Background: an optimization exercise with open tools, aiming at small area and a short achievable clock period. Do not read the settings as production practice. The RTL was checked by simulation tests, not by an equivalence proof against the original design. Power figures rest on the tool's default switching activity, not on a simulated workload.

==> flow/design.v (outline; a module is shown in full before it is edited, if it fits) <==
// module coeff_rom: 139 lines
// module booth_mult: 367 lines
// module polyphase_upsampler: 89 lines
// module output_conversion: 44 lines
// module vol_mult: 318 lines
module output_conversion (
    input  wire        clk,
    input  wire        reset_n,
    input  wire signed [15:0] sample_L,
    input  wire               valid_L,
    input  wire signed [15:0] sample_R,
    input  wire               valid_R,
    input  wire [7:0]  volume,
    input  wire        mute,
    output reg signed [15:0] out_L,
    output reg signed [15:0] out_R,
    output reg               valid_out
);
  // ...
==> flow/run.sh <==
#!/bin/bash
# synth_recipe.tcl (not shown) runs the flow's synth.tcl, then flattens the netlist and writes it again
# the make line also repeats each setting of config.mk as NAME=value (left out here)
make -C /OpenROAD-flow-scripts/flow DESIGN_CONFIG=/design/flow/config.mk WORK_HOME=/design/flow/orfs CLKGATE_MAP_FILE= SYNTH_SCRIPT=/design/flow/synth_recipe.tcl finish
==> flow/config.mk <==
export PLATFORM = sky130hd
export DESIGN_NAME = output_conversion
export DESIGN_NICKNAME = output_conversion
export VERILOG_FILES = /design/flow/design.v
export SDC_FILE = /design/flow/constraint.sdc
export NUM_CORES = 4
export LEC_CHECK = 0
export ABC_CLOCK_PERIOD_IN_PS = 4000
export CAP_MARGIN = 20
export CORE_MARGIN = 2
export CORE_UTILIZATION = 40
export SETUP_SLACK_MARGIN = 3.5
export SLEW_MARGIN = 20
==> flow/constraint.sdc <==
create_clock -name core_clock -period 8.0 [get_ports {clk}]
set_input_delay 1.6000 -clock core_clock [delete_from_list [all_inputs] [get_ports {clk}]]
set_output_delay 1.6000 -clock core_clock [all_outputs]
set_load 0.01 [all_outputs]
==> run_results.csv, run 1 <==
group,metric,value,unit
outcome,status,"timing/DRC/antenna clean",
clock_network,cts_sinks,639,
setup_path,r2r-end,"out_L[14]$_SDFFE_PN0P_",
setup_path,cpPeakStageDelay,540,ps
grt,met2_usage,33.70,%
setup_path,path_cells,"buf_16 > and2_4 > fa_1 > inv_1 > fa_1 > inv_1 > fa_1 > fa_1 > ha_4 > a211o_1 > a211oi_4 > o311a_4 > o31a_1 > o31ai_2 > xnor2_1 > o21ai_1",
timing,timing.final.crit_share,63.99,%
yosys,syn_inst,5328,
clock_network,clk_path_buf_depth,3,
drt,first_iter_violations,3865,
timing,max_freq,195.3,MHz
pwr,leakagePower,22.75,nW
grt,grt_pass1_wl,222900,um
grt,antenna_found_initial,10,
floorplanning,core_area,0.1257,mm2
clock_network,cts_buffers,75,
floorplanning,die_h,360.0,um
pwr,power_leader,"combinational logic",
cells_and_area,instances_no_fill,6940,
cells_and_area,n_antenna_cell,5,
timing,setup-violations-final,0,
pwr,power_frac_clock,22.9,%
floorplanning,start_util,40.31,%
pwr,comb_power,7.48,mW
yosys,syn_area,0.05069,mm2
yosys,synth-simple-area-share,15.16,%
clock_network,cts.hold.buffers_added,0,
pwr,seq_power,4.39,mW
==> module output_conversion, before the edit <==
module output_conversion (
    input  wire        clk,
    input  wire        reset_n,
    input  wire signed [15:0] sample_L,
    input  wire               valid_L,
    input  wire signed [15:0] sample_R,
    input  wire               valid_R,
    input  wire [7:0]  volume,
    input  wire        mute,
    output reg signed [15:0] out_L,
    output reg signed [15:0] out_R,
    output reg               valid_out
);
    wire signed [15:0] up_L, up_R;
    wire valid_up_L, valid_up_R;
    polyphase_upsampler up_left (
        .clk(clk), .reset_n(reset_n),
        .in_sample(sample_L), .valid_in(valid_L),
        .out_sample(up_L), .valid_out(valid_up_L)
    );
    polyphase_upsampler up_right (
        .clk(clk), .reset_n(reset_n),
        .in_sample(sample_R), .valid_in(valid_R),
        .out_sample(up_R), .valid_out(valid_up_R)
    );
    wire [23:0] vs_L, vc_L, vs_R, vc_R;
    vol_mult mul_L (.a(up_L), .b(volume), .s(vs_L), .c(vc_L));
    vol_mult mul_R (.a(up_R), .b(volume), .s(vs_R), .c(vc_R));
    wire [23:0] scaled_L = vs_L + vc_L;
    wire [23:0] scaled_R = vs_R + vc_R;
    always @(posedge clk) begin
        if (!reset_n) begin
            out_L <= 0;
            out_R <= 0;
            valid_out <= 0;
        end else if (valid_up_L && valid_up_R) begin
            out_L <= mute ? 16'd0 : scaled_L[23:8];
            out_R <= mute ? 16'd0 : scaled_R[23:8];
            valid_out <= 1;
        end else begin
            valid_out <= 0;
        end
    end
endmodule
==> run 2, diff against run 1 <==
==> flow/design.v (replaced) <==
module coeff_rom (
    input wire [3:0] phase,
    input wire [2:0] tap_index,
    output reg [23:0] booth
);
    always @(*) begin
        case ({phase, tap_index})
            7'd0: booth = 24'h001aae;  
            7'd1: booth = 24'h005c09;  
            7'd2: booth = 24'h155c46;  
            7'd3: booth = 24'h38ab6d;  
            7'd4: booth = 24'h245200;  
            7'd5: booth = 24'h0b12ae;  
            7'd6: booth = 24'h028215;  
            7'd7: booth = 24'h000c70;  
            7'd8: booth = 24'h001ab0;  
            7'd9: booth = 24'h0060a9;  
            7'd10: booth = 24'h150b6e;  
            7'd11: booth = 24'h3712b0;  
            7'd12: booth = 24'h2460a8;  
            7'd13: booth = 24'h056205;  
            7'd14: booth = 24'h02800e;  
            7'd15: booth = 24'h000b68;  
            7'd16: booth = 24'h001a4d;  
            7'd17: booth = 24'h02aa2e;  
            7'd18: booth = 24'h031146;  
            7'd19: booth = 24'h369146;  
            7'd20: booth = 24'h269a2e;  
            7'd21: booth = 24'h04d205;  
            7'd22: booth = 24'h028a40;  
            7'd23: booth = 24'h000a45;  
            7'd24: booth = 24'h001a6d;  
            7'd25: booth = 24'h0292a8;  
            7'd26: booth = 24'h02e2b1;  
            7'd27: booth = 24'h34056e;  
            7'd28: booth = 24'h26d0a9;  
            7'd29: booth = 24'h0402b1;  
            7'd30: booth = 24'h028b40;  
            7'd31: booth = 24'h000140;  
            7'd32: booth = 24'h001a01;  
            7'd33: booth = 24'h029008;  
            7'd34: booth = 24'h02816d;  
            7'd35: booth = 24'h348a71;  
            7'd36: booth = 24'h271216;  
            7'd37: booth = 24'h06ac40;  
            7'd38: booth = 24'h028b81;  
            7'd39: booth = 24'h000040;  
            7'd40: booth = 24'h001b4d;  
            7'd41: booth = 24'h029b48;  
            7'd42: booth = 24'h02ab8d;  
            7'd43: booth = 24'h355070;  
            7'd44: booth = 24'h215231;  
            7'd45: booth = 24'h06d196;  
            7'd46: booth = 24'h028b81;  
            7'd47: booth = 24'h000346;  
            7'd48: booth = 24'h001b8d;  
            7'd49: booth = 24'h02856d;  
            7'd50: booth = 24'h000c00;  
            7'd51: booth = 24'h22e388;  
            7'd52: booth = 24'h209030;  
            7'd53: booth = 24'h0702ad;  
            7'd54: booth = 24'h028b41;  
            7'd55: booth = 24'h00026e;  
            7'd56: booth = 24'h001c41;  
            7'd57: booth = 24'h028368;  
            7'd58: booth = 24'h002c0e;  
            7'd59: booth = 24'h2290b1;  
            7'd60: booth = 24'h20dc16;  
            7'd61: booth = 24'h00a140;  
            7'd62: booth = 24'h028a46;  
            7'd63: booth = 24'h000588;  
            7'd64: booth = 24'h000428;  
            7'd65: booth = 24'h028155;  
            7'd66: booth = 24'h008b70;  
            7'd67: booth = 24'h200189;  
            7'd68: booth = 24'h200189;  
            7'd69: booth = 24'h008b70;  
            7'd70: booth = 24'h028155;  
            7'd71: booth = 24'h000428;  
            7'd72: booth = 24'h000588;  
            7'd73: booth = 24'h028a46;  
            7'd74: booth = 24'h00a140;  
            7'd75: booth = 24'h20dc16;  
            7'd76: booth = 24'h2290b1;  
            7'd77: booth = 24'h002c0e;  
            7'd78: booth = 24'h028368;  
            7'd79: booth = 24'h001c41;  
            7'd80: booth = 24'h00026e;  
            7'd81: booth = 24'h028b41;  
            7'd82: booth = 24'h0702ad;  
            7'd83: booth = 24'h209030;  
            7'd84: booth = 24'h22e388;  
            7'd85: booth = 24'h000c00;  
            7'd86: booth = 24'h02856d;  
            7'd87: booth = 24'h001b8d;  
            7'd88: booth = 24'h000346;  
            7'd89: booth = 24'h028b81;  
            7'd90: booth = 24'h06d196;  
            7'd91: booth = 24'h215231;  
            7'd92: booth = 24'h355070;  
            7'd93: booth = 24'h02ab8d;  
            7'd94: booth = 24'h029b48;  
            7'd95: booth = 24'h001b4d;  
            7'd96: booth = 24'h000040;  
            7'd97: booth = 24'h028b81;  
            7'd98: booth = 24'h06ac40;  
            7'd99: booth = 24'h271216;  
            7'd100: booth = 24'h348a71;  
            7'd101: booth = 24'h02816d;  
            7'd102: booth = 24'h029008;  
            7'd103: booth = 24'h001a01;  
            7'd104: booth = 24'h000140;  
            7'd105: booth = 24'h028b40;  
            7'd106: booth = 24'h0402b1;  
            7'd107: booth = 24'h26d0a9;  
            7'd108: booth = 24'h34056e;  
            7'd109: booth = 24'h02e2b1;  
            7'd110: booth = 24'h0292a8;  
            7'd111: booth = 24'h001a6d;  
            7'd112: booth = 24'h000a45;  
            7'd113: booth = 24'h028a40;  
            7'd114: booth = 24'h04d205;  
            7'd115: booth = 24'h269a2e;  
            7'd116: booth = 24'h369146;  
            7'd117: booth = 24'h031146;  
            7'd118: booth = 24'h02aa2e;  
            7'd119: booth = 24'h001a4d;  
            7'd120: booth = 24'h000b68;  
            7'd121: booth = 24'h02800e;  
            7'd122: booth = 24'h056205;  
            7'd123: booth = 24'h2460a8;  
            7'd124: booth = 24'h3712b0;  
            7'd125: booth = 24'h150b6e;  
            7'd126: booth = 24'h0060a9;  
            7'd127: booth = 24'h001ab0;  
            default: booth = 24'h000000;
        endcase
    end
endmodule
module mac_tree (
    input wire [15:0] x,
    input wire [23:0] b,
    input wire [30:0] as,
    input wire [30:0] ac,
    output wire [30:0] s,
    output wire [30:0] c
);
    wire m1, m2, m3, m4, m5, m6, m7, m8, m9, m10, m11, m12, m13, m14, m15, m16, m17, m18, m19, m20, m21, m22, m23, m24, m25, m26, m27, m28, m29, m30, m31, m32, m33, m34, m35, m36, m37, m38, m39, m40, m41, m42, m43, m44, m45, m46, m47, m48, m49, m50, m51, m52, m53, m54, m55, m56, m57, m58, m59, m60, m61, m62, m63, m64, m65, m66, m67, m68, m69, m70, m71, m72, m73, m74, m75, m76, m77, m78, m79, m80, m81, m82, m83, m84, m85, m86, m87, m88, m89, m90, m91, m92, m93, m94, m95, m96, m97, m98, m99, m100, m101, m102, m103, m104, m105, m106, m107, m108, m109, m110, m111, m112, m113, m114, m115, m116, m117, m118, m119, m120, m121, m122, m123, m124, m125, m126, m127, m128, m129, m130, m131, m132, m133, m134, m135, m136, m137, m138, m139, m140, m141, m142, m143, m144, m145, m146, m147, m148, m149, m150, m151, m152, m153, m154, m155, m156, m157, m158, m159, m160, m161, m162, m163, m164, m165, m166, m167, m168, m169, m170, m171, m172, m173, m174, m175, m176, m177, m178, m179, m180, m181, m182, m183, m184, m185, m186, m187, m188, m189, m190, m191, m192, m193, m194, m195, m196, m197, m198, m199, m200, m201, m202, m203, m204, m205, m206, m207, m208, m209, m210, m211, m212, m213, m214, m215, m216, m217, m218, m219, m220, m221, m222, m223, m224, m225, m226, m227, m228, m229, m230, m231, m232, m233, m234, m235, m236, m237, m238, m239, m240, m241, m242, m243, m244, m245, m246, m247, m248, m249, m250, m251, m252, m253, m254, m255, m256, m257, m258, m259, m260, m261, m262, m263, m264, m265, m266, m267, m268, m269, m270, m271, m272, m273, m274, m275, m276, m277, m278, m279, m280, m281, m282, m283, m284, m285, m286, m287, m288, m289, m290, m291, m292, m293, m294, m295, m296, m297, m298, m299, m300, m301, m302, m303, m304, m305, m306, m307, m308, m309, m310, m311, m312, m313, m314, m315, m316, m317, m318, m319, m320, m321, m322, m323, m324, m325, m326, m327, m328, m329, m330, m331, m332, m333, m334, m335, m336, m337, m338, m339, m340, m341, m342, m343, m344, m345, m346, m347, m348, m349, m350, m351, m352, m353, m354, m355, m356, m357, m358, m359, m360, m361, m362, m363, m364, m365, m366, m367, m368, m369, m370, m371, m372, m373, m374, m375, m376, m377, m378, m379, m380, m381, m382, m383, m384, m385, m386, m387, m388, m389, m390, m391, m392, m393, m394, m395, m396, m397, m398, m399, m400, m401, m402, m403, m404, m405, m406, m407, m408, m409, m410, m411, m412, m413, m414, m415, m416, m417, m418, m419, m420, m421, m422, m423, m424, m425, m426, m427, m428, m429, m430, m431, m432, m433, m434, m435, m436, m437, m438, m439, m440, m441, m442, m443, m444, m445, m446, m447, m448, m449, m450, m451, m452, m453, m454, m455, m456, m457, m458, m459, m460, m461, m462, m463, m464, m465, m466, m467, m468, m469, m470, m471, m472, m473, m474, m475, m476, m477, m478, m479, m480, m481, m482;
    assign m1 = (b[0] & x[0]) ^ b[2];
    assign m2 = ((b[0] & x[1]) | (b[1] & x[0])) ^ b[2];
    assign m3 = ((b[0] & x[2]) | (b[1] & x[1])) ^ b[2];
    assign m4 = ((b[0] & x[3]) | (b[1] & x[2])) ^ b[2];
    assign m5 = ((b[0] & x[4]) | (b[1] & x[3])) ^ b[2];
    assign m6 = ((b[0] & x[5]) | (b[1] & x[4])) ^ b[2];
    assign m7 = ((b[0] & x[6]) | (b[1] & x[5])) ^ b[2];
    assign m8 = ((b[0] & x[7]) | (b[1] & x[6])) ^ b[2];
    assign m9 = ((b[0] & x[8]) | (b[1] & x[7])) ^ b[2];
    assign m10 = ((b[0] & x[9]) | (b[1] & x[8])) ^ b[2];
    assign m11 = ((b[0] & x[10]) | (b[1] & x[9])) ^ b[2];
    assign m12 = ((b[0] & x[11]) | (b[1] & x[10])) ^ b[2];
    assign m13 = ((b[0] & x[12]) | (b[1] & x[11])) ^ b[2];
    assign m14 = ((b[0] & x[13]) | (b[1] & x[12])) ^ b[2];
    assign m15 = ((b[0] & x[14]) | (b[1] & x[13])) ^ b[2];
    assign m16 = ((b[0] & x[15]) | (b[1] & x[14])) ^ b[2];
    assign m17 = ~(((b[0] & x[15]) | (b[1] & x[15])) ^ b[2]);
    assign m18 = (b[3] & x[0]) ^ b[5];
    assign m19 = ((b[3] & x[1]) | (b[4] & x[0])) ^ b[5];
    assign m20 = ((b[3] & x[2]) | (b[4] & x[1])) ^ b[5];
    assign m21 = ((b[3] & x[3]) | (b[4] & x[2])) ^ b[5];
    assign m22 = ((b[3] & x[4]) | (b[4] & x[3])) ^ b[5];
    assign m23 = ((b[3] & x[5]) | (b[4] & x[4])) ^ b[5];
    assign m24 = ((b[3] & x[6]) | (b[4] & x[5])) ^ b[5];
    assign m25 = ((b[3] & x[7]) | (b[4] & x[6])) ^ b[5];
    assign m26 = ((b[3] & x[8]) | (b[4] & x[7])) ^ b[5];
    assign m27 = ((b[3] & x[9]) | (b[4] & x[8])) ^ b[5];
    assign m28 = ((b[3] & x[10]) | (b[4] & x[9])) ^ b[5];
    assign m29 = ((b[3] & x[11]) | (b[4] & x[10])) ^ b[5];
    assign m30 = ((b[3] & x[12]) | (b[4] & x[11])) ^ b[5];
    assign m31 = ((b[3] & x[13]) | (b[4] & x[12])) ^ b[5];
    assign m32 = ((b[3] & x[14]) | (b[4] & x[13])) ^ b[5];
    assign m33 = ((b[3] & x[15]) | (b[4] & x[14])) ^ b[5];
    assign m34 = ~(((b[3] & x[15]) | (b[4] & x[15])) ^ b[5]);
    assign m35 = (b[6] & x[0]) ^ b[8];
    assign m36 = ((b[6] & x[1]) | (b[7] & x[0])) ^ b[8];
    assign m37 = ((b[6] & x[2]) | (b[7] & x[1])) ^ b[8];
    assign m38 = ((b[6] & x[3]) | (b[7] & x[2])) ^ b[8];
    assign m39 = ((b[6] & x[4]) | (b[7] & x[3])) ^ b[8];
    assign m40 = ((b[6] & x[5]) | (b[7] & x[4])) ^ b[8];
    assign m41 = ((b[6] & x[6]) | (b[7] & x[5])) ^ b[8];
    assign m42 = ((b[6] & x[7]) | (b[7] & x[6])) ^ b[8];
    assign m43 = ((b[6] & x[8]) | (b[7] & x[7])) ^ b[8];
    assign m44 = ((b[6] & x[9]) | (b[7] & x[8])) ^ b[8];
    assign m45 = ((b[6] & x[10]) | (b[7] & x[9])) ^ b[8];
    assign m46 = ((b[6] & x[11]) | (b[7] & x[10])) ^ b[8];
    assign m47 = ((b[6] & x[12]) | (b[7] & x[11])) ^ b[8];
    assign m48 = ((b[6] & x[13]) | (b[7] & x[12])) ^ b[8];
    assign m49 = ((b[6] & x[14]) | (b[7] & x[13])) ^ b[8];
    assign m50 = ((b[6] & x[15]) | (b[7] & x[14])) ^ b[8];
    assign m51 = ~(((b[6] & x[15]) | (b[7] & x[15])) ^ b[8]);
    assign m52 = (b[9] & x[0]) ^ b[11];
    assign m53 = ((b[9] & x[1]) | (b[10] & x[0])) ^ b[11];
    assign m54 = ((b[9] & x[2]) | (b[10] & x[1])) ^ b[11];
    assign m55 = ((b[9] & x[3]) | (b[10] & x[2])) ^ b[11];
    assign m56 = ((b[9] & x[4]) | (b[10] & x[3])) ^ b[11];
    assign m57 = ((b[9] & x[5]) | (b[10] & x[4])) ^ b[11];
    assign m58 = ((b[9] & x[6]) | (b[10] & x[5])) ^ b[11];
    assign m59 = ((b[9] & x[7]) | (b[10] & x[6])) ^ b[11];
    assign m60 = ((b[9] & x[8]) | (b[10] & x[7])) ^ b[11];
    assign m61 = ((b[9] & x[9]) | (b[10] & x[8])) ^ b[11];
    assign m62 = ((b[9] & x[10]) | (b[10] & x[9])) ^ b[11];
    assign m63 = ((b[9] & x[11]) | (b[10] & x[10])) ^ b[11];
    assign m64 = ((b[9] & x[12]) | (b[10] & x[11])) ^ b[11];
    assign m65 = ((b[9] & x[13]) | (b[10] & x[12])) ^ b[11];
    assign m66 = ((b[9] & x[14]) | (b[10] & x[13])) ^ b[11];
    assign m67 = ((b[9] & x[15]) | (b[10] & x[14])) ^ b[11];
    assign m68 = ~(((b[9] & x[15]) | (b[10] & x[15])) ^ b[11]);
    assign m69 = (b[12] & x[0]) ^ b[14];
    assign m70 = ((b[12] & x[1]) | (b[13] & x[0])) ^ b[14];
    assign m71 = ((b[12] & x[2]) | (b[13] & x[1])) ^ b[14];
    assign m72 = ((b[12] & x[3]) | (b[13] & x[2])) ^ b[14];
    assign m73 = ((b[12] & x[4]) | (b[13] & x[3])) ^ b[14];
    assign m74 = ((b[12] & x[5]) | (b[13] & x[4])) ^ b[14];
    assign m75 = ((b[12] & x[6]) | (b[13] & x[5])) ^ b[14];
    assign m76 = ((b[12] & x[7]) | (b[13] & x[6])) ^ b[14];
    assign m77 = ((b[12] & x[8]) | (b[13] & x[7])) ^ b[14];
    assign m78 = ((b[12] & x[9]) | (b[13] & x[8])) ^ b[14];
    assign m79 = ((b[12] & x[10]) | (b[13] & x[9])) ^ b[14];
    assign m80 = ((b[12] & x[11]) | (b[13] & x[10])) ^ b[14];
    assign m81 = ((b[12] & x[12]) | (b[13] & x[11])) ^ b[14];
    assign m82 = ((b[12] & x[13]) | (b[13] & x[12])) ^ b[14];
    assign m83 = ((b[12] & x[14]) | (b[13] & x[13])) ^ b[14];
    assign m84 = ((b[12] & x[15]) | (b[13] & x[14])) ^ b[14];
    assign m85 = ~(((b[12] & x[15]) | (b[13] & x[15])) ^ b[14]);
    assign m86 = (b[15] & x[0]) ^ b[17];
    assign m87 = ((b[15] & x[1]) | (b[16] & x[0])) ^ b[17];
    assign m88 = ((b[15] & x[2]) | (b[16] & x[1])) ^ b[17];
    assign m89 = ((b[15] & x[3]) | (b[16] & x[2])) ^ b[17];
    assign m90 = ((b[15] & x[4]) | (b[16] & x[3])) ^ b[17];
    assign m91 = ((b[15] & x[5]) | (b[16] & x[4])) ^ b[17];
    assign m92 = ((b[15] & x[6]) | (b[16] & x[5])) ^ b[17];
    assign m93 = ((b[15] & x[7]) | (b[16] & x[6])) ^ b[17];
    assign m94 = ((b[15] & x[8]) | (b[16] & x[7])) ^ b[17];
    assign m95 = ((b[15] & x[9]) | (b[16] & x[8])) ^ b[17];
    assign m96 = ((b[15] & x[10]) | (b[16] & x[9])) ^ b[17];
    assign m97 = ((b[15] & x[11]) | (b[16] & x[10])) ^ b[17];
    assign m98 = ((b[15] & x[12]) | (b[16] & x[11])) ^ b[17];
    assign m99 = ((b[15] & x[13]) | (b[16] & x[12])) ^ b[17];
    assign m100 = ((b[15] & x[14]) | (b[16] & x[13])) ^ b[17];
    assign m101 = ((b[15] & x[15]) | (b[16] & x[14])) ^ b[17];
    assign m102 = ~(((b[15] & x[15]) | (b[16] & x[15])) ^ b[17]);
    assign m103 = (b[18] & x[0]) ^ b[20];
    assign m104 = ((b[18] & x[1]) | (b[19] & x[0])) ^ b[20];
    assign m105 = ((b[18] & x[2]) | (b[19] & x[1])) ^ b[20];
    assign m106 = ((b[18] & x[3]) | (b[19] & x[2])) ^ b[20];
    assign m107 = ((b[18] & x[4]) | (b[19] & x[3])) ^ b[20];
    assign m108 = ((b[18] & x[5]) | (b[19] & x[4])) ^ b[20];
    assign m109 = ((b[18] & x[6]) | (b[19] & x[5])) ^ b[20];
    assign m110 = ((b[18] & x[7]) | (b[19] & x[6])) ^ b[20];
    assign m111 = ((b[18] & x[8]) | (b[19] & x[7])) ^ b[20];
    assign m112 = ((b[18] & x[9]) | (b[19] & x[8])) ^ b[20];
    assign m113 = ((b[18] & x[10]) | (b[19] & x[9])) ^ b[20];
    assign m114 = ((b[18] & x[11]) | (b[19] & x[10])) ^ b[20];
    assign m115 = ((b[18] & x[12]) | (b[19] & x[11])) ^ b[20];
    assign m116 = ((b[18] & x[13]) | (b[19] & x[12])) ^ b[20];
    assign m117 = ((b[18] & x[14]) | (b[19] & x[13])) ^ b[20];
    assign m118 = ((b[18] & x[15]) | (b[19] & x[14])) ^ b[20];
    assign m119 = ~(((b[18] & x[15]) | (b[19] & x[15])) ^ b[20]);
    assign m120 = (b[21] & x[0]) ^ b[23];
    assign m121 = ((b[21] & x[1]) | (b[22] & x[0])) ^ b[23];
    assign m122 = ((b[21] & x[2]) | (b[22] & x[1])) ^ b[23];
    assign m123 = ((b[21] & x[3]) | (b[22] & x[2])) ^ b[23];
    assign m124 = ((b[21] & x[4]) | (b[22] & x[3])) ^ b[23];
    assign m125 = ((b[21] & x[5]) | (b[22] & x[4])) ^ b[23];
    assign m126 = ((b[21] & x[6]) | (b[22] & x[5])) ^ b[23];
    assign m127 = ((b[21] & x[7]) | (b[22] & x[6])) ^ b[23];
    assign m128 = ((b[21] & x[8]) | (b[22] & x[7])) ^ b[23];
    assign m129 = ((b[21] & x[9]) | (b[22] & x[8])) ^ b[23];
    assign m130 = ((b[21] & x[10]) | (b[22] & x[9])) ^ b[23];
    assign m131 = ((b[21] & x[11]) | (b[22] & x[10])) ^ b[23];
    assign m132 = ((b[21] & x[12]) | (b[22] & x[11])) ^ b[23];
    assign m133 = ((b[21] & x[13]) | (b[22] & x[12])) ^ b[23];
    assign m134 = ((b[21] & x[14]) | (b[22] & x[13])) ^ b[23];
    assign m135 = ((b[21] & x[15]) | (b[22] & x[14])) ^ b[23];
    assign m136 = ~(((b[21] & x[15]) | (b[22] & x[15])) ^ b[23]);
    assign m137 = m13 ^ m28;
    assign m138 = m13 & m28;
    assign m139 = m14 ^ m29;
    assign m140 = m14 & m29;
    assign m141 = m15 ^ m30 ^ m45;
    assign m142 = (m15 & m30) | (m15 & m45) | (m30 & m45);
    assign m143 = m60 ^ m75;
    assign m144 = m60 & m75;
    assign m145 = m16 ^ m31 ^ m46;
    assign m146 = (m16 & m31) | (m16 & m46) | (m31 & m46);
    assign m147 = m61 ^ m76;
    assign m148 = m61 & m76;
    assign m149 = m17 ^ m32 ^ m47;
    assign m150 = (m17 & m32) | (m17 & m47) | (m32 & m47);
    assign m151 = m62 ^ m77 ^ m92;
    assign m152 = (m62 & m77) | (m62 & m92) | (m77 & m92);
    assign m153 = m33 ^ m48 ^ m63;
    assign m154 = (m33 & m48) | (m33 & m63) | (m48 & m63);
    assign m155 = m78 ^ m93;
    assign m156 = m78 & m93;
    assign m157 = m34 ^ m49 ^ m64;
    assign m158 = (m34 & m49) | (m34 & m64) | (m49 & m64);
    assign m159 = m50 ^ m65;
    assign m160 = m50 & m65;
    assign m161 = m7 ^ m22;
    assign m162 = m7 & m22;
    assign m163 = m8 ^ m23;
    assign m164 = m8 & m23;
    assign m165 = m9 ^ m24 ^ m39;
    assign m166 = (m9 & m24) | (m9 & m39) | (m24 & m39);
    assign m167 = m54 ^ m69;
    assign m168 = m54 & m69;
    assign m169 = m10 ^ m25 ^ m40;
    assign m170 = (m10 & m25) | (m10 & m40) | (m25 & m40);
    assign m171 = m55 ^ m70;
    assign m172 = m55 & m70;
    assign m173 = m11 ^ m26 ^ m41;
    assign m174 = (m11 & m26) | (m11 & m41) | (m26 & m41);
    assign m175 = m56 ^ m71 ^ m86;
    assign m176 = (m56 & m71) | (m56 & m86) | (m71 & m86);
    assign m177 = b[17] ^ as[10];
    assign m178 = b[17] & as[10];
    assign m179 = m12 ^ m27 ^ m42;
    assign m180 = (m12 & m27) | (m12 & m42) | (m27 & m42);
    assign m181 = m57 ^ m72 ^ m87;
    assign m182 = (m57 & m72) | (m57 & m87) | (m72 & m87);
    assign m183 = as[11] ^ ac[11];
    assign m184 = as[11] & ac[11];
    assign m185 = m137 ^ m43 ^ m58;
    assign m186 = (m137 & m43) | (m137 & m58) | (m43 & m58);
    assign m187 = m73 ^ m88 ^ m103;
    assign m188 = (m73 & m88) | (m73 & m103) | (m88 & m103);
    assign m189 = b[20] ^ as[12] ^ ac[12];
    assign m190 = (b[20] & as[12]) | (b[20] & ac[12]) | (as[12] & ac[12]);
    assign m191 = m138 ^ m139 ^ m44;
    assign m192 = (m138 & m139) | (m138 & m44) | (m139 & m44);
    assign m193 = m59 ^ m74 ^ m89;
    assign m194 = (m59 & m74) | (m59 & m89) | (m74 & m89);
    assign m195 = m104 ^ as[13] ^ ac[13];
    assign m196 = (m104 & as[13]) | (m104 & ac[13]) | (as[13] & ac[13]);
    assign m197 = m140 ^ m141 ^ m143;
    assign m198 = (m140 & m141) | (m140 & m143) | (m141 & m143);
    assign m199 = m90 ^ m105 ^ m120;
    assign m200 = (m90 & m105) | (m90 & m120) | (m105 & m120);
    assign m201 = b[23] ^ as[14] ^ ac[14];
    assign m202 = (b[23] & as[14]) | (b[23] & ac[14]) | (as[14] & ac[14]);
    assign m203 = m142 ^ m144 ^ m145;
    assign m204 = (m142 & m144) | (m142 & m145) | (m144 & m145);
    assign m205 = m147 ^ m91 ^ m106;
    assign m206 = (m147 & m91) | (m147 & m106) | (m91 & m106);
    assign m207 = m121 ^ as[15] ^ ac[15];
    assign m208 = (m121 & as[15]) | (m121 & ac[15]) | (as[15] & ac[15]);
    assign m209 = m146 ^ m148 ^ m149;
    assign m210 = (m146 & m148) | (m146 & m149) | (m148 & m149);
    assign m211 = m151 ^ m107 ^ m122;
    assign m212 = (m151 & m107) | (m151 & m122) | (m107 & m122);
    assign m213 = ~(as[16] ^ ac[16]);
    assign m214 = as[16] | ac[16];
    assign m215 = m150 ^ m152 ^ m153;
    assign m216 = (m150 & m152) | (m150 & m153) | (m152 & m153);
    assign m217 = m155 ^ m108 ^ m123;
    assign m218 = (m155 & m108) | (m155 & m123) | (m108 & m123);
    assign m219 = ~(as[17] ^ ac[17]);
    assign m220 = as[17] | ac[17];
    assign m221 = m154 ^ m156 ^ m157;
    assign m222 = (m154 & m156) | (m154 & m157) | (m156 & m157);
    assign m223 = m79 ^ m94 ^ m109;
    assign m224 = (m79 & m94) | (m79 & m109) | (m94 & m109);
    assign m225 = m124 ^ as[18] ^ ac[18];
    assign m226 = (m124 & as[18]) | (m124 & ac[18]) | (as[18] & ac[18]);
    assign m227 = m158 ^ m159 ^ m80;
    assign m228 = (m158 & m159) | (m158 & m80) | (m159 & m80);
    assign m229 = m95 ^ m110 ^ m125;
    assign m230 = (m95 & m110) | (m95 & m125) | (m110 & m125);
    assign m231 = ~(as[19] ^ ac[19]);
    assign m232 = as[19] | ac[19];
    assign m233 = m160 ^ m51 ^ m66;
    assign m234 = (m160 & m51) | (m160 & m66) | (m51 & m66);
    assign m235 = m81 ^ m96 ^ m111;
    assign m236 = (m81 & m96) | (m81 & m111) | (m96 & m111);
    assign m237 = m126 ^ as[20] ^ ac[20];
    assign m238 = (m126 & as[20]) | (m126 & ac[20]) | (as[20] & ac[20]);
    assign m239 = m67 ^ m82 ^ m97;
    assign m240 = (m67 & m82) | (m67 & m97) | (m82 & m97);
    assign m241 = m112 ^ m127 ^ as[21];
    assign m242 = (m112 & m127) | (m112 & as[21]) | (m127 & as[21]);
    assign m243 = ~ac[21];
    assign m244 = m68 ^ m83 ^ m98;
    assign m245 = (m68 & m83) | (m68 & m98) | (m83 & m98);
    assign m246 = m113 ^ m128 ^ as[22];
    assign m247 = (m113 & m128) | (m113 & as[22]) | (m128 & as[22]);
    assign m248 = m84 ^ m99 ^ m114;
    assign m249 = (m84 & m99) | (m84 & m114) | (m99 & m114);
    assign m250 = m129 ^ as[23];
    assign m251 = m129 & as[23];
    assign m252 = m85 ^ m100 ^ m115;
    assign m253 = (m85 & m100) | (m85 & m115) | (m100 & m115);
    assign m254 = m101 ^ m116;
    assign m255 = m101 & m116;
    assign m256 = m3 ^ m18;
    assign m257 = m3 & m18;
    assign m258 = m4 ^ m19;
    assign m259 = m4 & m19;
    assign m260 = m5 ^ m20 ^ m35;
    assign m261 = (m5 & m20) | (m5 & m35) | (m20 & m35);
    assign m262 = b[8] ^ as[4];
    assign m263 = b[8] & as[4];
    assign m264 = m6 ^ m21 ^ m36;
    assign m265 = (m6 & m21) | (m6 & m36) | (m21 & m36);
    assign m266 = as[5] ^ ac[5];
    assign m267 = as[5] & ac[5];
    assign m268 = m161 ^ m37 ^ m52;
    assign m269 = (m161 & m37) | (m161 & m52) | (m37 & m52);
    assign m270 = b[11] ^ as[6] ^ ac[6];
    assign m271 = (b[11] & as[6]) | (b[11] & ac[6]) | (as[6] & ac[6]);
    assign m272 = m162 ^ m163 ^ m38;
    assign m273 = (m162 & m163) | (m162 & m38) | (m163 & m38);
    assign m274 = m53 ^ as[7] ^ ac[7];
    assign m275 = (m53 & as[7]) | (m53 & ac[7]) | (as[7] & ac[7]);
    assign m276 = m164 ^ m165 ^ m167;
    assign m277 = (m164 & m165) | (m164 & m167) | (m165 & m167);
    assign m278 = b[14] ^ as[8] ^ ac[8];
    assign m279 = (b[14] & as[8]) | (b[14] & ac[8]) | (as[8] & ac[8]);
    assign m280 = m166 ^ m168 ^ m169;
    assign m281 = (m166 & m168) | (m166 & m169) | (m168 & m169);
    assign m282 = m171 ^ as[9] ^ ac[9];
    assign m283 = (m171 & as[9]) | (m171 & ac[9]) | (as[9] & ac[9]);
    assign m284 = m170 ^ m172 ^ m173;
    assign m285 = (m170 & m172) | (m170 & m173) | (m172 & m173);
    assign m286 = m175 ^ m177 ^ ac[10];
    assign m287 = (m175 & m177) | (m175 & ac[10]) | (m177 & ac[10]);
    assign m288 = m174 ^ m176 ^ m178;
    assign m289 = (m174 & m176) | (m174 & m178) | (m176 & m178);
    assign m290 = m179 ^ m181 ^ m183;
    assign m291 = (m179 & m181) | (m179 & m183) | (m181 & m183);
    assign m292 = m180 ^ m182 ^ m184;
    assign m293 = (m180 & m182) | (m180 & m184) | (m182 & m184);
    assign m294 = m185 ^ m187 ^ m189;
    assign m295 = (m185 & m187) | (m185 & m189) | (m187 & m189);
    assign m296 = m186 ^ m188 ^ m190;
    assign m297 = (m186 & m188) | (m186 & m190) | (m188 & m190);
    assign m298 = m191 ^ m193 ^ m195;
    assign m299 = (m191 & m193) | (m191 & m195) | (m193 & m195);
    assign m300 = m192 ^ m194 ^ m196;
    assign m301 = (m192 & m194) | (m192 & m196) | (m194 & m196);
    assign m302 = m197 ^ m199 ^ m201;
    assign m303 = (m197 & m199) | (m197 & m201) | (m199 & m201);
    assign m304 = m198 ^ m200 ^ m202;
    assign m305 = (m198 & m200) | (m198 & m202) | (m200 & m202);
    assign m306 = m203 ^ m205 ^ m207;
    assign m307 = (m203 & m205) | (m203 & m207) | (m205 & m207);
    assign m308 = m204 ^ m206 ^ m208;
    assign m309 = (m204 & m206) | (m204 & m208) | (m206 & m208);
    assign m310 = m209 ^ m211 ^ m213;
    assign m311 = (m209 & m211) | (m209 & m213) | (m211 & m213);
    assign m312 = m210 ^ m212 ^ m214;
    assign m313 = (m210 & m212) | (m210 & m214) | (m212 & m214);
    assign m314 = m215 ^ m217 ^ m219;
    assign m315 = (m215 & m217) | (m215 & m219) | (m217 & m219);
    assign m316 = m216 ^ m218 ^ m220;
    assign m317 = (m216 & m218) | (m216 & m220) | (m218 & m220);
    assign m318 = m221 ^ m223 ^ m225;
    assign m319 = (m221 & m223) | (m221 & m225) | (m223 & m225);
    assign m320 = m222 ^ m224 ^ m226;
    assign m321 = (m222 & m224) | (m222 & m226) | (m224 & m226);
    assign m322 = m227 ^ m229 ^ m231;
    assign m323 = (m227 & m229) | (m227 & m231) | (m229 & m231);
    assign m324 = m228 ^ m230 ^ m232;
    assign m325 = (m228 & m230) | (m228 & m232) | (m230 & m232);
    assign m326 = m233 ^ m235 ^ m237;
    assign m327 = (m233 & m235) | (m233 & m237) | (m235 & m237);
    assign m328 = m234 ^ m236 ^ m238;
    assign m329 = (m234 & m236) | (m234 & m238) | (m236 & m238);
    assign m330 = m239 ^ m241 ^ m243;
    assign m331 = (m239 & m241) | (m239 & m243) | (m241 & m243);
    assign m332 = m240 ^ m242 ^ ac[21];
    assign m333 = (m240 & m242) | (m240 & ac[21]) | (m242 & ac[21]);
    assign m334 = m244 ^ m246 ^ ac[22];
    assign m335 = (m244 & m246) | (m244 & ac[22]) | (m246 & ac[22]);
    assign m336 = m245 ^ m247 ^ m248;
    assign m337 = (m245 & m247) | (m245 & m248) | (m247 & m248);
    assign m338 = ~(m250 ^ ac[23]);
    assign m339 = m250 | ac[23];
    assign m340 = m249 ^ m251 ^ m252;
    assign m341 = (m249 & m251) | (m249 & m252) | (m251 & m252);
    assign m342 = m130 ^ as[24] ^ ac[24];
    assign m343 = (m130 & as[24]) | (m130 & ac[24]) | (as[24] & ac[24]);
    assign m344 = m253 ^ m254 ^ m131;
    assign m345 = (m253 & m254) | (m253 & m131) | (m254 & m131);
    assign m346 = ~(as[25] ^ ac[25]);
    assign m347 = as[25] | ac[25];
    assign m348 = m255 ^ m102 ^ m117;
    assign m349 = (m255 & m102) | (m255 & m117) | (m102 & m117);
    assign m350 = m132 ^ as[26] ^ ac[26];
    assign m351 = (m132 & as[26]) | (m132 & ac[26]) | (as[26] & ac[26]);
    assign m352 = m118 ^ m133 ^ as[27];
    assign m353 = (m118 & m133) | (m118 & as[27]) | (m133 & as[27]);
    assign m354 = ~ac[27];
    assign m355 = m119 ^ m134 ^ as[28];
    assign m356 = (m119 & m134) | (m119 & as[28]) | (m134 & as[28]);
    assign m357 = m135 ^ as[29];
    assign m358 = m135 & as[29];
    assign m359 = m1 ^ b[2];
    assign m360 = m1 & b[2];
    assign m361 = m2 ^ as[1];
    assign m362 = m2 & as[1];
    assign m363 = m256 ^ b[5] ^ as[2];
    assign m364 = (m256 & b[5]) | (m256 & as[2]) | (b[5] & as[2]);
    assign m365 = m257 ^ m258 ^ as[3];
    assign m366 = (m257 & m258) | (m257 & as[3]) | (m258 & as[3]);
    assign m367 = m259 ^ m260 ^ m262;
    assign m368 = (m259 & m260) | (m259 & m262) | (m260 & m262);
    assign m369 = m261 ^ m263 ^ m264;
    assign m370 = (m261 & m263) | (m261 & m264) | (m263 & m264);
    assign m371 = m265 ^ m267 ^ m268;
    assign m372 = (m265 & m267) | (m265 & m268) | (m267 & m268);
    assign m373 = m269 ^ m271 ^ m272;
    assign m374 = (m269 & m271) | (m269 & m272) | (m271 & m272);
    assign m375 = m273 ^ m275 ^ m276;
    assign m376 = (m273 & m275) | (m273 & m276) | (m275 & m276);
    assign m377 = m277 ^ m279 ^ m280;
    assign m378 = (m277 & m279) | (m277 & m280) | (m279 & m280);
    assign m379 = m281 ^ m283 ^ m284;
    assign m380 = (m281 & m283) | (m281 & m284) | (m283 & m284);
    assign m381 = m285 ^ m287 ^ m288;
    assign m382 = (m285 & m287) | (m285 & m288) | (m287 & m288);
    assign m383 = m289 ^ m291 ^ m292;
    assign m384 = (m289 & m291) | (m289 & m292) | (m291 & m292);
    assign m385 = m293 ^ m295 ^ m296;
    assign m386 = (m293 & m295) | (m293 & m296) | (m295 & m296);
    assign m387 = m297 ^ m299 ^ m300;
    assign m388 = (m297 & m299) | (m297 & m300) | (m299 & m300);
    assign m389 = m301 ^ m303 ^ m304;
    assign m390 = (m301 & m303) | (m301 & m304) | (m303 & m304);
    assign m391 = m305 ^ m307 ^ m308;
    assign m392 = (m305 & m307) | (m305 & m308) | (m307 & m308);
    assign m393 = m309 ^ m311 ^ m312;
    assign m394 = (m309 & m311) | (m309 & m312) | (m311 & m312);
    assign m395 = m313 ^ m315 ^ m316;
    assign m396 = (m313 & m315) | (m313 & m316) | (m315 & m316);
    assign m397 = m317 ^ m319 ^ m320;
    assign m398 = (m317 & m319) | (m317 & m320) | (m319 & m320);
    assign m399 = m321 ^ m323 ^ m324;
    assign m400 = (m321 & m323) | (m321 & m324) | (m323 & m324);
    assign m401 = m325 ^ m327 ^ m328;
    assign m402 = (m325 & m327) | (m325 & m328) | (m327 & m328);
    assign m403 = m329 ^ m331 ^ m332;
    assign m404 = (m329 & m331) | (m329 & m332) | (m331 & m332);
    assign m405 = m333 ^ m335 ^ m336;
    assign m406 = (m333 & m335) | (m333 & m336) | (m335 & m336);
    assign m407 = m337 ^ m339 ^ m340;
    assign m408 = (m337 & m339) | (m337 & m340) | (m339 & m340);
    assign m409 = m341 ^ m343 ^ m344;
    assign m410 = (m341 & m343) | (m341 & m344) | (m343 & m344);
    assign m411 = m345 ^ m347 ^ m348;
    assign m412 = (m345 & m347) | (m345 & m348) | (m347 & m348);
    assign m413 = m349 ^ m351 ^ m352;
    assign m414 = (m349 & m351) | (m349 & m352) | (m351 & m352);
    assign m415 = m353 ^ ac[27] ^ m355;
    assign m416 = (m353 & ac[27]) | (m353 & m355) | (ac[27] & m355);
    assign m417 = m356 ^ m357 ^ ac[29];
    assign m418 = (m356 & m357) | (m356 & ac[29]) | (m357 & ac[29]);
    assign m419 = m358 ^ m136 ^ as[30];
    assign m420 = (m358 & m136) | (m358 & as[30]) | (m136 & as[30]);
    assign m421 = m359 ^ as[0];
    assign m422 = m359 & as[0];
    assign m423 = m360 ^ m361 ^ ac[1];
    assign m424 = (m360 & m361) | (m360 & ac[1]) | (m361 & ac[1]);
    assign m425 = m362 ^ m363 ^ ac[2];
    assign m426 = (m362 & m363) | (m362 & ac[2]) | (m363 & ac[2]);
    assign m427 = m364 ^ m365 ^ ac[3];
    assign m428 = (m364 & m365) | (m364 & ac[3]) | (m365 & ac[3]);
    assign m429 = m366 ^ m367 ^ ac[4];
    assign m430 = (m366 & m367) | (m366 & ac[4]) | (m367 & ac[4]);
    assign m431 = m368 ^ m369 ^ m266;
    assign m432 = (m368 & m369) | (m368 & m266) | (m369 & m266);
    assign m433 = m370 ^ m371 ^ m270;
    assign m434 = (m370 & m371) | (m370 & m270) | (m371 & m270);
    assign m435 = m372 ^ m373 ^ m274;
    assign m436 = (m372 & m373) | (m372 & m274) | (m373 & m274);
    assign m437 = m374 ^ m375 ^ m278;
    assign m438 = (m374 & m375) | (m374 & m278) | (m375 & m278);
    assign m439 = m376 ^ m377 ^ m282;
    assign m440 = (m376 & m377) | (m376 & m282) | (m377 & m282);
    assign m441 = m378 ^ m379 ^ m286;
    assign m442 = (m378 & m379) | (m378 & m286) | (m379 & m286);
    assign m443 = m380 ^ m381 ^ m290;
    assign m444 = (m380 & m381) | (m380 & m290) | (m381 & m290);
    assign m445 = m382 ^ m383 ^ m294;
    assign m446 = (m382 & m383) | (m382 & m294) | (m383 & m294);
    assign m447 = m384 ^ m385 ^ m298;
    assign m448 = (m384 & m385) | (m384 & m298) | (m385 & m298);
    assign m449 = m386 ^ m387 ^ m302;
    assign m450 = (m386 & m387) | (m386 & m302) | (m387 & m302);
    assign m451 = m388 ^ m389 ^ m306;
    assign m452 = (m388 & m389) | (m388 & m306) | (m389 & m306);
    assign m453 = m390 ^ m391 ^ m310;
    assign m454 = (m390 & m391) | (m390 & m310) | (m391 & m310);
    assign m455 = m392 ^ m393 ^ m314;
    assign m456 = (m392 & m393) | (m392 & m314) | (m393 & m314);
    assign m457 = m394 ^ m395 ^ m318;
    assign m458 = (m394 & m395) | (m394 & m318) | (m395 & m318);
    assign m459 = m396 ^ m397 ^ m322;
    assign m460 = (m396 & m397) | (m396 & m322) | (m397 & m322);
    assign m461 = m398 ^ m399 ^ m326;
    assign m462 = (m398 & m399) | (m398 & m326) | (m399 & m326);
    assign m463 = m400 ^ m401 ^ m330;
    assign m464 = (m400 & m401) | (m400 & m330) | (m401 & m330);
    assign m465 = m402 ^ m403 ^ m334;
    assign m466 = (m402 & m403) | (m402 & m334) | (m403 & m334);
    assign m467 = m404 ^ m405 ^ m338;
    assign m468 = (m404 & m405) | (m404 & m338) | (m405 & m338);
    assign m469 = m406 ^ m407 ^ m342;
    assign m470 = (m406 & m407) | (m406 & m342) | (m407 & m342);
    assign m471 = m408 ^ m409 ^ m346;
    assign m472 = (m408 & m409) | (m408 & m346) | (m409 & m346);
    assign m473 = m410 ^ m411 ^ m350;
    assign m474 = (m410 & m411) | (m410 & m350) | (m411 & m350);
    assign m475 = m412 ^ m413 ^ m354;
    assign m476 = (m412 & m413) | (m412 & m354) | (m413 & m354);
    assign m477 = m414 ^ m415 ^ ac[28];
    assign m478 = (m414 & m415) | (m414 & ac[28]) | (m415 & ac[28]);
    assign m479 = ~(m416 ^ m417);
    assign m480 = m416 | m417;
    assign m481 = m418 ^ m419 ^ ac[30];
    assign m482 = (m418 & m419) | (m418 & ac[30]) | (m419 & ac[30]);
    assign s = {m480, m478, m476, m474, m472, m470, m468, m466, m464, m462, m460, m458, m456, m454, m452, m450, m448, m446, m444, m442, m440, m438, m436, m434, m432, m430, m428, m426, m424, m422, m421};
    assign c = {m481, m479, m477, m475, m473, m471, m469, m467, m465, m463, m461, m459, m457, m455, m453, m451, m449, m447, m445, m443, m441, m439, m437, m435, m433, m431, m429, m427, m425, m423, ac[0]};
endmodule
module polyphase_upsampler (
    input wire clk,
    input wire reset_n,
    input wire signed [15:0] in_sample,
    input wire               valid_in,
    output reg signed [15:0] out_sample,
    output reg [17:0]        out_sample_x3,    
    output reg valid_out
);
    parameter UPSAMPLE_NUM = 274;
    parameter UPSAMPLE_DEN = 170;
    reg [15:0] phase_accum;
    reg [127:0] sample_buf;           
    reg [2:0] wr_ptr;
    reg [2:0] tap_index;
    reg [2:0] mac_ptr;
    reg [2:0] rd_index;
    reg signed [15:0] sample_val;
    reg mac_active;
    reg [23:0] coeff_b;
    reg [30:0] acc_s;
    reg [30:0] acc_c;
    reg acc_clr;
    wire last = mac_active && (mac_ptr == 3'd7);
    wire start = !mac_active && (phase_accum >= UPSAMPLE_DEN);
    reg [15:0] phase_next;
    reg [2:0] tap_next;
    reg [2:0] mac_ptr_next;
    always @(*) begin
        if (!reset_n) phase_next = 16'd0;
        else if (last) phase_next = phase_accum - UPSAMPLE_DEN;
        else if (valid_in) phase_next = phase_accum + UPSAMPLE_NUM;
        else phase_next = phase_accum;
        if (!reset_n) tap_next = 3'd0;
        else if (mac_active) tap_next = mac_ptr;
        else tap_next = tap_index;
        if (!reset_n || start) mac_ptr_next = 3'd0;
        else if (mac_active) mac_ptr_next = mac_ptr + 3'd1;
        else mac_ptr_next = mac_ptr;
    end
    wire [23:0] coeff_b_next;
    coeff_rom coeffs (
        .phase(phase_next[15:12]),
        .tap_index(tap_next),
        .booth(coeff_b_next)
    );
    wire [30:0] ts;
    wire [30:0] tc;
    mac_tree mac (
        .x(sample_val),
        .b(coeff_b),
        .as(acc_s & {31{~acc_clr}}),
        .ac(acc_c & {31{~acc_clr}}),
        .s(ts),
        .c(tc)
    );
    wire [30:0] sum = acc_s + acc_c;
    wire [15:0] up = sum[30:15];
    wire [15:0] din = in_sample & {16{reset_n}};
    integer i;
    always @(posedge clk) begin
        for (i = 0; i < 8; i = i + 1)
            if (!reset_n || (valid_in && wr_ptr == i))
                sample_buf[16*i +: 16] <= din;
    end
    always @(posedge clk) begin
        phase_accum <= phase_next;
        tap_index <= tap_next;
        mac_ptr <= mac_ptr_next;
        coeff_b <= coeff_b_next;
        acc_clr <= (mac_ptr_next == 3'd0);
        acc_s <= ts;
        acc_c <= tc;
        if (last) begin
            out_sample <= up;
            out_sample_x3 <= {2'b00, up} + {1'b0, up, 1'b0};
        end
        valid_out <= 0;
        if (!reset_n) begin
            wr_ptr <= 0;
            mac_active <= 0;
            rd_index <= 0;
            sample_val <= 0;
        end else begin
            if (valid_in)
                wr_ptr <= wr_ptr + 1;
            if (start)
                mac_active <= 1;
            if (mac_active) begin
                rd_index <= wr_ptr - mac_ptr - 1;
                sample_val <= sample_buf[16*rd_index +: 16];
                if (mac_ptr == 7) begin
                    valid_out <= 1;
                    mac_active <= 0;
                end
            end
        end
    end
endmodule
module output_conversion (
    input  wire        clk,
    input  wire        reset_n,
    input  wire signed [15:0] sample_L,
    input  wire               valid_L,
    input  wire signed [15:0] sample_R,
    input  wire               valid_R,
    input  wire [7:0]  volume,
    input  wire        mute,
    output reg signed [15:0] out_L,
    output reg signed [15:0] out_R,
    output reg               valid_out
);
    wire signed [15:0] up_L, up_R;
    wire [17:0] up3_L, up3_R;
    wire valid_up_L, valid_up_R;
    polyphase_upsampler up_left (
        .clk(clk), .reset_n(reset_n),
        .in_sample(sample_L), .valid_in(valid_L),
        .out_sample(up_L), .out_sample_x3(up3_L), .valid_out(valid_up_L)
    );
    polyphase_upsampler up_right (
        .clk(clk), .reset_n(reset_n),
        .in_sample(sample_R), .valid_in(valid_R),
        .out_sample(up_R), .out_sample_x3(up3_R), .valid_out(valid_up_R)
    );
    wire [23:0] vs_L, vc_L, vs_R, vc_R;
    vol_mult mul_L (.u1(up_L), .u3(up3_L), .v(volume), .s(vs_L), .c(vc_L));
    vol_mult mul_R (.u1(up_R), .u3(up3_R), .v(volume), .s(vs_R), .c(vc_R));
    wire [23:0] scaled_L = vs_L + vc_L;
    wire [23:0] scaled_R = vs_R + vc_R;
    always @(posedge clk) begin
        if (!reset_n) begin
            out_L <= 0;
            out_R <= 0;
            valid_out <= 0;
        end else if (valid_up_L && valid_up_R) begin
            out_L <= mute ? 16'd0 : scaled_L[23:8];
            out_R <= mute ? 16'd0 : scaled_R[23:8];
            valid_out <= 1;
        end else begin
            valid_out <= 0;
        end
    end
endmodule
module vol_mult (
    input wire [15:0] u1,
    input wire [17:0] u3,
    input wire [7:0] v,
    output wire [23:0] s,
    output wire [23:0] c
);
    wire v1, v2, v3, v4, v5, v6, v7, v8, v9, v10, v11, v12, v13, v14, v15, v16, v17, v18, v19, v20, v21, v22, v23, v24, v25, v26, v27, v28, v29, v30, v31, v32, v33, v34, v35, v36, v37, v38, v39, v40, v41, v42, v43, v44, v45, v46, v47, v48, v49, v50, v51, v52, v53, v54, v55, v56, v57, v58, v59, v60, v61, v62, v63, v64, v65, v66, v67, v68, v69, v70, v71, v72, v73, v74, v75, v76, v77, v78, v79, v80, v81, v82, v83, v84, v85, v86, v87, v88, v89, v90, v91, v92, v93, v94, v95, v96, v97, v98, v99, v100, v101, v102, v103, v104, v105, v106, v107, v108, v109, v110, v111, v112, v113, v114, v115, v116, v117, v118, v119, v120, v121, v122, v123, v124, v125, v126, v127, v128, v129, v130, v131, v132, v133, v134, v135, v136, v137, v138, v139, v140, v141, v142, v143, v144, v145, v146, v147, v148;
    assign v1 = ~v[1] & v[0];
    assign v2 = v[1] & ~v[0];
    assign v3 = v[1] & v[0];
    assign v4 = (v1 & u1[0]) | (v3 & u3[0]);
    assign v5 = (v1 & u1[1]) | (v2 & u1[0]) | (v3 & u3[1]);
    assign v6 = (v1 & u1[2]) | (v2 & u1[1]) | (v3 & u3[2]);
    assign v7 = (v1 & u1[3]) | (v2 & u1[2]) | (v3 & u3[3]);
    assign v8 = (v1 & u1[4]) | (v2 & u1[3]) | (v3 & u3[4]);
    assign v9 = (v1 & u1[5]) | (v2 & u1[4]) | (v3 & u3[5]);
    assign v10 = (v1 & u1[6]) | (v2 & u1[5]) | (v3 & u3[6]);
    assign v11 = (v1 & u1[7]) | (v2 & u1[6]) | (v3 & u3[7]);
    assign v12 = (v1 & u1[8]) | (v2 & u1[7]) | (v3 & u3[8]);
    assign v13 = (v1 & u1[9]) | (v2 & u1[8]) | (v3 & u3[9]);
    assign v14 = (v1 & u1[10]) | (v2 & u1[9]) | (v3 & u3[10]);
    assign v15 = (v1 & u1[11]) | (v2 & u1[10]) | (v3 & u3[11]);
    assign v16 = (v1 & u1[12]) | (v2 & u1[11]) | (v3 & u3[12]);
    assign v17 = (v1 & u1[13]) | (v2 & u1[12]) | (v3 & u3[13]);
    assign v18 = (v1 & u1[14]) | (v2 & u1[13]) | (v3 & u3[14]);
    assign v19 = (v1 & u1[15]) | (v2 & u1[14]) | (v3 & u3[15]);
    assign v20 = (v2 & u1[15]) | (v3 & u3[16]);
    assign v21 = (v3 & u3[17]);
    assign v22 = ~v[3] & v[2];
    assign v23 = v[3] & ~v[2];
    assign v24 = v[3] & v[2];
    assign v25 = (v22 & u1[0]) | (v24 & u3[0]);
    assign v26 = (v22 & u1[1]) | (v23 & u1[0]) | (v24 & u3[1]);
    assign v27 = (v22 & u1[2]) | (v23 & u1[1]) | (v24 & u3[2]);
    assign v28 = (v22 & u1[3]) | (v23 & u1[2]) | (v24 & u3[3]);
    assign v29 = (v22 & u1[4]) | (v23 & u1[3]) | (v24 & u3[4]);
    assign v30 = (v22 & u1[5]) | (v23 & u1[4]) | (v24 & u3[5]);
    assign v31 = (v22 & u1[6]) | (v23 & u1[5]) | (v24 & u3[6]);
    assign v32 = (v22 & u1[7]) | (v23 & u1[6]) | (v24 & u3[7]);
    assign v33 = (v22 & u1[8]) | (v23 & u1[7]) | (v24 & u3[8]);
    assign v34 = (v22 & u1[9]) | (v23 & u1[8]) | (v24 & u3[9]);
    assign v35 = (v22 & u1[10]) | (v23 & u1[9]) | (v24 & u3[10]);
    assign v36 = (v22 & u1[11]) | (v23 & u1[10]) | (v24 & u3[11]);
    assign v37 = (v22 & u1[12]) | (v23 & u1[11]) | (v24 & u3[12]);
    assign v38 = (v22 & u1[13]) | (v23 & u1[12]) | (v24 & u3[13]);
    assign v39 = (v22 & u1[14]) | (v23 & u1[13]) | (v24 & u3[14]);
    assign v40 = (v22 & u1[15]) | (v23 & u1[14]) | (v24 & u3[15]);
    assign v41 = (v23 & u1[15]) | (v24 & u3[16]);
    assign v42 = (v24 & u3[17]);
    assign v43 = ~v[5] & v[4];
    assign v44 = v[5] & ~v[4];
    assign v45 = v[5] & v[4];
    assign v46 = (v43 & u1[0]) | (v45 & u3[0]);
    assign v47 = (v43 & u1[1]) | (v44 & u1[0]) | (v45 & u3[1]);
    assign v48 = (v43 & u1[2]) | (v44 & u1[1]) | (v45 & u3[2]);
    assign v49 = (v43 & u1[3]) | (v44 & u1[2]) | (v45 & u3[3]);
    assign v50 = (v43 & u1[4]) | (v44 & u1[3]) | (v45 & u3[4]);
    assign v51 = (v43 & u1[5]) | (v44 & u1[4]) | (v45 & u3[5]);
    assign v52 = (v43 & u1[6]) | (v44 & u1[5]) | (v45 & u3[6]);
    assign v53 = (v43 & u1[7]) | (v44 & u1[6]) | (v45 & u3[7]);
    assign v54 = (v43 & u1[8]) | (v44 & u1[7]) | (v45 & u3[8]);
    assign v55 = (v43 & u1[9]) | (v44 & u1[8]) | (v45 & u3[9]);
    assign v56 = (v43 & u1[10]) | (v44 & u1[9]) | (v45 & u3[10]);
    assign v57 = (v43 & u1[11]) | (v44 & u1[10]) | (v45 & u3[11]);
    assign v58 = (v43 & u1[12]) | (v44 & u1[11]) | (v45 & u3[12]);
    assign v59 = (v43 & u1[13]) | (v44 & u1[12]) | (v45 & u3[13]);
    assign v60 = (v43 & u1[14]) | (v44 & u1[13]) | (v45 & u3[14]);
    assign v61 = (v43 & u1[15]) | (v44 & u1[14]) | (v45 & u3[15]);
    assign v62 = (v44 & u1[15]) | (v45 & u3[16]);
    assign v63 = (v45 & u3[17]);
    assign v64 = ~v[7] & v[6];
    assign v65 = v[7] & ~v[6];
    assign v66 = v[7] & v[6];
    assign v67 = (v64 & u1[0]) | (v66 & u3[0]);
    assign v68 = (v64 & u1[1]) | (v65 & u1[0]) | (v66 & u3[1]);
    assign v69 = (v64 & u1[2]) | (v65 & u1[1]) | (v66 & u3[2]);
    assign v70 = (v64 & u1[3]) | (v65 & u1[2]) | (v66 & u3[3]);
    assign v71 = (v64 & u1[4]) | (v65 & u1[3]) | (v66 & u3[4]);
    assign v72 = (v64 & u1[5]) | (v65 & u1[4]) | (v66 & u3[5]);
    assign v73 = (v64 & u1[6]) | (v65 & u1[5]) | (v66 & u3[6]);
    assign v74 = (v64 & u1[7]) | (v65 & u1[6]) | (v66 & u3[7]);
    assign v75 = (v64 & u1[8]) | (v65 & u1[7]) | (v66 & u3[8]);
    assign v76 = (v64 & u1[9]) | (v65 & u1[8]) | (v66 & u3[9]);
    assign v77 = (v64 & u1[10]) | (v65 & u1[9]) | (v66 & u3[10]);
    assign v78 = (v64 & u1[11]) | (v65 & u1[10]) | (v66 & u3[11]);
    assign v79 = (v64 & u1[12]) | (v65 & u1[11]) | (v66 & u3[12]);
    assign v80 = (v64 & u1[13]) | (v65 & u1[12]) | (v66 & u3[13]);
    assign v81 = (v64 & u1[14]) | (v65 & u1[13]) | (v66 & u3[14]);
    assign v82 = (v64 & u1[15]) | (v65 & u1[14]) | (v66 & u3[15]);
    assign v83 = (v65 & u1[15]) | (v66 & u3[16]);
    assign v84 = (v66 & u3[17]);
    assign v85 = v10 ^ v29;
    assign v86 = v10 & v29;
    assign v87 = v11 ^ v30 ^ v49;
    assign v88 = (v11 & v30) | (v11 & v49) | (v30 & v49);
    assign v89 = v12 ^ v31 ^ v50;
    assign v90 = (v12 & v31) | (v12 & v50) | (v31 & v50);
    assign v91 = v13 ^ v32 ^ v51;
    assign v92 = (v13 & v32) | (v13 & v51) | (v32 & v51);
    assign v93 = v14 ^ v33 ^ v52;
    assign v94 = (v14 & v33) | (v14 & v52) | (v33 & v52);
    assign v95 = v15 ^ v34 ^ v53;
    assign v96 = (v15 & v34) | (v15 & v53) | (v34 & v53);
    assign v97 = v16 ^ v35 ^ v54;
    assign v98 = (v16 & v35) | (v16 & v54) | (v35 & v54);
    assign v99 = v17 ^ v36 ^ v55;
    assign v100 = (v17 & v36) | (v17 & v55) | (v36 & v55);
    assign v101 = v18 ^ v37 ^ v56;
    assign v102 = (v18 & v37) | (v18 & v56) | (v37 & v56);
    assign v103 = v19 ^ v38 ^ v57;
    assign v104 = (v19 & v38) | (v19 & v57) | (v38 & v57);
    assign v105 = v20 ^ v39 ^ v58;
    assign v106 = (v20 & v39) | (v20 & v58) | (v39 & v58);
    assign v107 = v21 ^ v40 ^ v59;
    assign v108 = (v21 & v40) | (v21 & v59) | (v40 & v59);
    assign v109 = v41 ^ v60;
    assign v110 = v41 & v60;
    assign v111 = v42 ^ v61;
    assign v112 = v42 & v61;
    assign v113 = v8 ^ v27;
    assign v114 = v8 & v27;
    assign v115 = v9 ^ v28 ^ v47;
    assign v116 = (v9 & v28) | (v9 & v47) | (v28 & v47);
    assign v117 = v85 ^ v48 ^ v67;
    assign v118 = (v85 & v48) | (v85 & v67) | (v48 & v67);
    assign v119 = v86 ^ v87 ^ v68;
    assign v120 = (v86 & v87) | (v86 & v68) | (v87 & v68);
    assign v121 = v88 ^ v89 ^ v69;
    assign v122 = (v88 & v89) | (v88 & v69) | (v89 & v69);
    assign v123 = v90 ^ v91 ^ v70;
    assign v124 = (v90 & v91) | (v90 & v70) | (v91 & v70);
    assign v125 = v92 ^ v93 ^ v71;
    assign v126 = (v92 & v93) | (v92 & v71) | (v93 & v71);
    assign v127 = v94 ^ v95 ^ v72;
    assign v128 = (v94 & v95) | (v94 & v72) | (v95 & v72);
    assign v129 = v96 ^ v97 ^ v73;
    assign v130 = (v96 & v97) | (v96 & v73) | (v97 & v73);
    assign v131 = v98 ^ v99 ^ v74;
    assign v132 = (v98 & v99) | (v98 & v74) | (v99 & v74);
    assign v133 = v100 ^ v101 ^ v75;
    assign v134 = (v100 & v101) | (v100 & v75) | (v101 & v75);
    assign v135 = v102 ^ v103 ^ v76;
    assign v136 = (v102 & v103) | (v102 & v76) | (v103 & v76);
    assign v137 = v104 ^ v105 ^ v77;
    assign v138 = (v104 & v105) | (v104 & v77) | (v105 & v77);
    assign v139 = v106 ^ v107 ^ v78;
    assign v140 = (v106 & v107) | (v106 & v78) | (v107 & v78);
    assign v141 = v108 ^ v109 ^ v79;
    assign v142 = (v108 & v109) | (v108 & v79) | (v109 & v79);
    assign v143 = v110 ^ v111 ^ v80;
    assign v144 = (v110 & v111) | (v110 & v80) | (v111 & v80);
    assign v145 = v112 ^ v62 ^ v81;
    assign v146 = (v112 & v62) | (v112 & v81) | (v62 & v81);
    assign v147 = v63 ^ v82;
    assign v148 = v63 & v82;
    assign s = {v84, v148, v146, v144, v142, v140, v138, v136, v134, v132, v130, v128, v126, v124, v122, v120, v118, v116, v114, v113, v7, v6, v5, v4};
    assign c = {1'b0, v83, v147, v145, v143, v141, v139, v137, v135, v133, v131, v129, v127, v125, v123, v121, v119, v117, v115, v46, v26, v25, 1'b0, 1'b0};
endmodule
==> flow/config.mk (replaced) <==
export PLATFORM = sky130hd
export DESIGN_NAME = output_conversion
export DESIGN_NICKNAME = output_conversion
export VERILOG_FILES = /design/flow/design.v
export SDC_FILE = /design/flow/constraint.sdc
export NUM_CORES = 4
export LEC_CHECK = 0
export CAP_MARGIN = 20
export CORE_MARGIN = 2
export CORE_UTILIZATION = 40
export SETUP_SLACK_MARGIN = 4.5
export SLEW_MARGIN = 20
==> run 2 against run 1 <==
- still clean on timing, DRC and antenna
- final cell count down 1.8%
- area after synthesis down 3.3%
- global-route usage up 0.71 points
- clock power down 5%
- maximum frequency up 1.5%
- setup slack better by 73 ps
- clock skew down 15 ps
- utilization up 4.0 points
- count of clock-buffer cells in the layout down 11
- sequential cell count down 22
- largest cell class unchanged
- highest routed layer is now met4
==> run_results.csv, run 2 <==
group,metric,value,unit
yosys,synthTopCellsByArea,"edfxtp_1 (20%), fa_1 (14%), dfxtp_1 (12%)",
yosys,syn_area,0.04902,mm2
setup_path,crit_slowest_cell,"fa_1",
grt,grt_pass1_wl,221100,um
cells_and_area,mostFrequentLayoutCells,"inv_1 (458), fa_1 (324), edfxtp_1 (322)",
setup_path,arrival,5600,ps
floorplanning,start_util,40.27,%
timing,fin_skew,30.06,ps
cells_and_area,area_growth,22.70,%
pwr,power_frac_clock,16.2,%
setup_path,reg2reg_depth,29,
yosys,synth_common_cells,"inv_1 (474), fa_1 (340), edfxtp_1 (322), clkbuf_1 (298), dfxtp_1 (295)",
timing,setup-violations-final,0,
yosys,ys_types,104,
pwr,leakagePower,23.53,nW
yosys,synth_compound_area_share,17.51,%
timing,fin_crit,5046,ps
yosys,syn_avg_cell_area,9.908,um2
clock_network,clock-root-buffer,"clkbuf_16",
timing,timing.final.crit_share,63.07,%
pwr,p_int,12.67,mW
grt,antenna_found_initial,2,
drt,drt-pass1-iter-count,6,
floorplanning,die_h,354.1,um
yosys,syn_inst,4947,
timing,slew_viol_final,0,
yosys,synth-simple-area-share,9.955,%
cells_and_area,n_antenna_cell,0,
grt,grt_pass1_vias,38297,
floorplanning,ios,78,
timing,max_freq,198.2,MHz
clock_network,cts_sinks,617,
setup_path,cpPeakStageDelay,540,ps
yosys,synthXorXnorAreaFrac,6.341,%
floorplanning,num_rows,128,
yosys,synth.top_cell.area_share,19.73,%
drt,routedWlPerCell,21.08,um
clock_network,clk_path_buf_depth,3,
setup_path,path_cells,"buf_16 > buf_12 > mux2_4 > a22o_1 > fa_1 > fa_1 > ha_4 > a21o_1 > a21oi_4 > nor3b_4 > o31ai_4 > o2111ai_2 > o211ai_2 > o41a_1 > a21o_1 > a21oi_2 > xnor2_1 > o21ai_1",
setup_path,r2r-end,"up_left.out_sample_x3[9]$_DFFE_PP_",
drt,first_iter_violations,3856,
clock_network,cts_buffers,72,
floorplanning,die_w,354.1,um
outcome,status,"timing/DRC/antenna clean",
floorplanning,core_area,0.1217,mm2
placed_design,dp_hpwl,92160,um
hold_path,min_to,"out_R[14]$_SDFFE_PN0P_",
setup_path,start_kind,"primary input",
clock_network,cts.hold.buffers_added,0,
[run 2: power by group through the flow]
stage | Clock [mW] | Combinational [mW] | Sequential [mW]
2_1_floorplan | 0 | 7.39 | 4.51
3_3_place_gp | 0 | 8.79 | 4.74
3_5_place_dp | 0 | 9.04 | 4.75
4_1_cts | 3.45 | 10.8 | 4.68
5_1_grt | 3.58 | 14.2 | 4.72
6_report | 3.36 | 12.7 | 4.67
[run 2: timing repair]
action / 4_1_cts / 5_1_grt
endpoints found under the hold margin: 0 / 0
endpoints found under the setup margin: 165 / 143
gates cloned: 21 / 8
pin swaps: 98 / 196
buffers inserted: 157 / 157
resized for setup: 433 / 373
[run 2: worst max-delay path, delay by kind of cell]
family	cells	cell delay [ps]
multiplexers	1	290
AND/OR/NAND/NOR	1	220
XOR/XNOR	1	130
adder cells (fa/ha/maj)	3	1220
buffers and inverters	2	260
AO/OA/AOI/OAI	10	1860
[run 2: layout make-up]
type	count	area (um2)
fillers	11001	61570
repair inverters	6	56.30
repair buffers	494	5152
well taps	1625	2033
multi-input cells	3453	32690
clock inverters	43	510.5
flip-flops and latches	617	15810
inverters	486	1947
clock buffers	89	1942
[run 2: layer usage]
| metal | vias up | global-route usage, % | share of wire (%) |
|---|---|---|---|
| met1 | 19065 | 31.39 | 44 |
| met2 | 1824 | 33.01 | 44 |
| met5 | - | 0 | 0 |
| li1 | 17826 | - | - |
| met4 | 0 | 7.915 | 3.5 |
| met3 | 413 | 4.072 | 8.3 |
[run 2: cells by family after synthesis]
kind of cell	count (synthesis)
AOI/OAI and AO/OA	1234
xor gates and xnor gates	354
adders and majority gates	595
buffers and inverters	881
DFF	617
muxes	246
and+or+nand+nor	1020
[run 2: metrics by stage]
stage	hold WS [ps]	util, %	setup WS [ps]	instances	power [mW]
floorplan	420.2	-	2453	4947	11.90
global placement	439.8	42.28	1335	6338	13.53
detailed placement	445.6	42.28	1306	6338	13.78
CTS	448.1	46.97	3039	6648	18.93
global route	463.8	49.41	2850	6813	22.48
finish	447.6	49.41	2954	6813	20.75
[run 2: worst max path at each step]
stage,from,end,slack [ps],cells after the start
finish,volume[2],out_R[15]$_SDFFE_PN0P_,2950,18
global route,up_left.acc_c[1]$_DFF_P_,up_left.out_sample_x3[17]$_DFFE_PP_,2850,26
CTS,volume[0],out_R[15]$_SDFFE_PN0P_,3040,18
detailed placement,volume[4],out_R[15]$_SDFFE_PN0P_,1310,18
global placement,volume[4],out_R[15]$_SDFFE_PN0P_,1340,18
floorplan,volume[0],out_R[15]$_SDFFE_PN0P_,2450,18

Check on run 2: ideal ports give 2.954 ns setup slack; a clkbuf_16 on the clock port and buf_2 on the inputs give 2.966 ns; moving port delays by the midpoint clock arrival (0.748 ns) as well gives 2.217 ns.
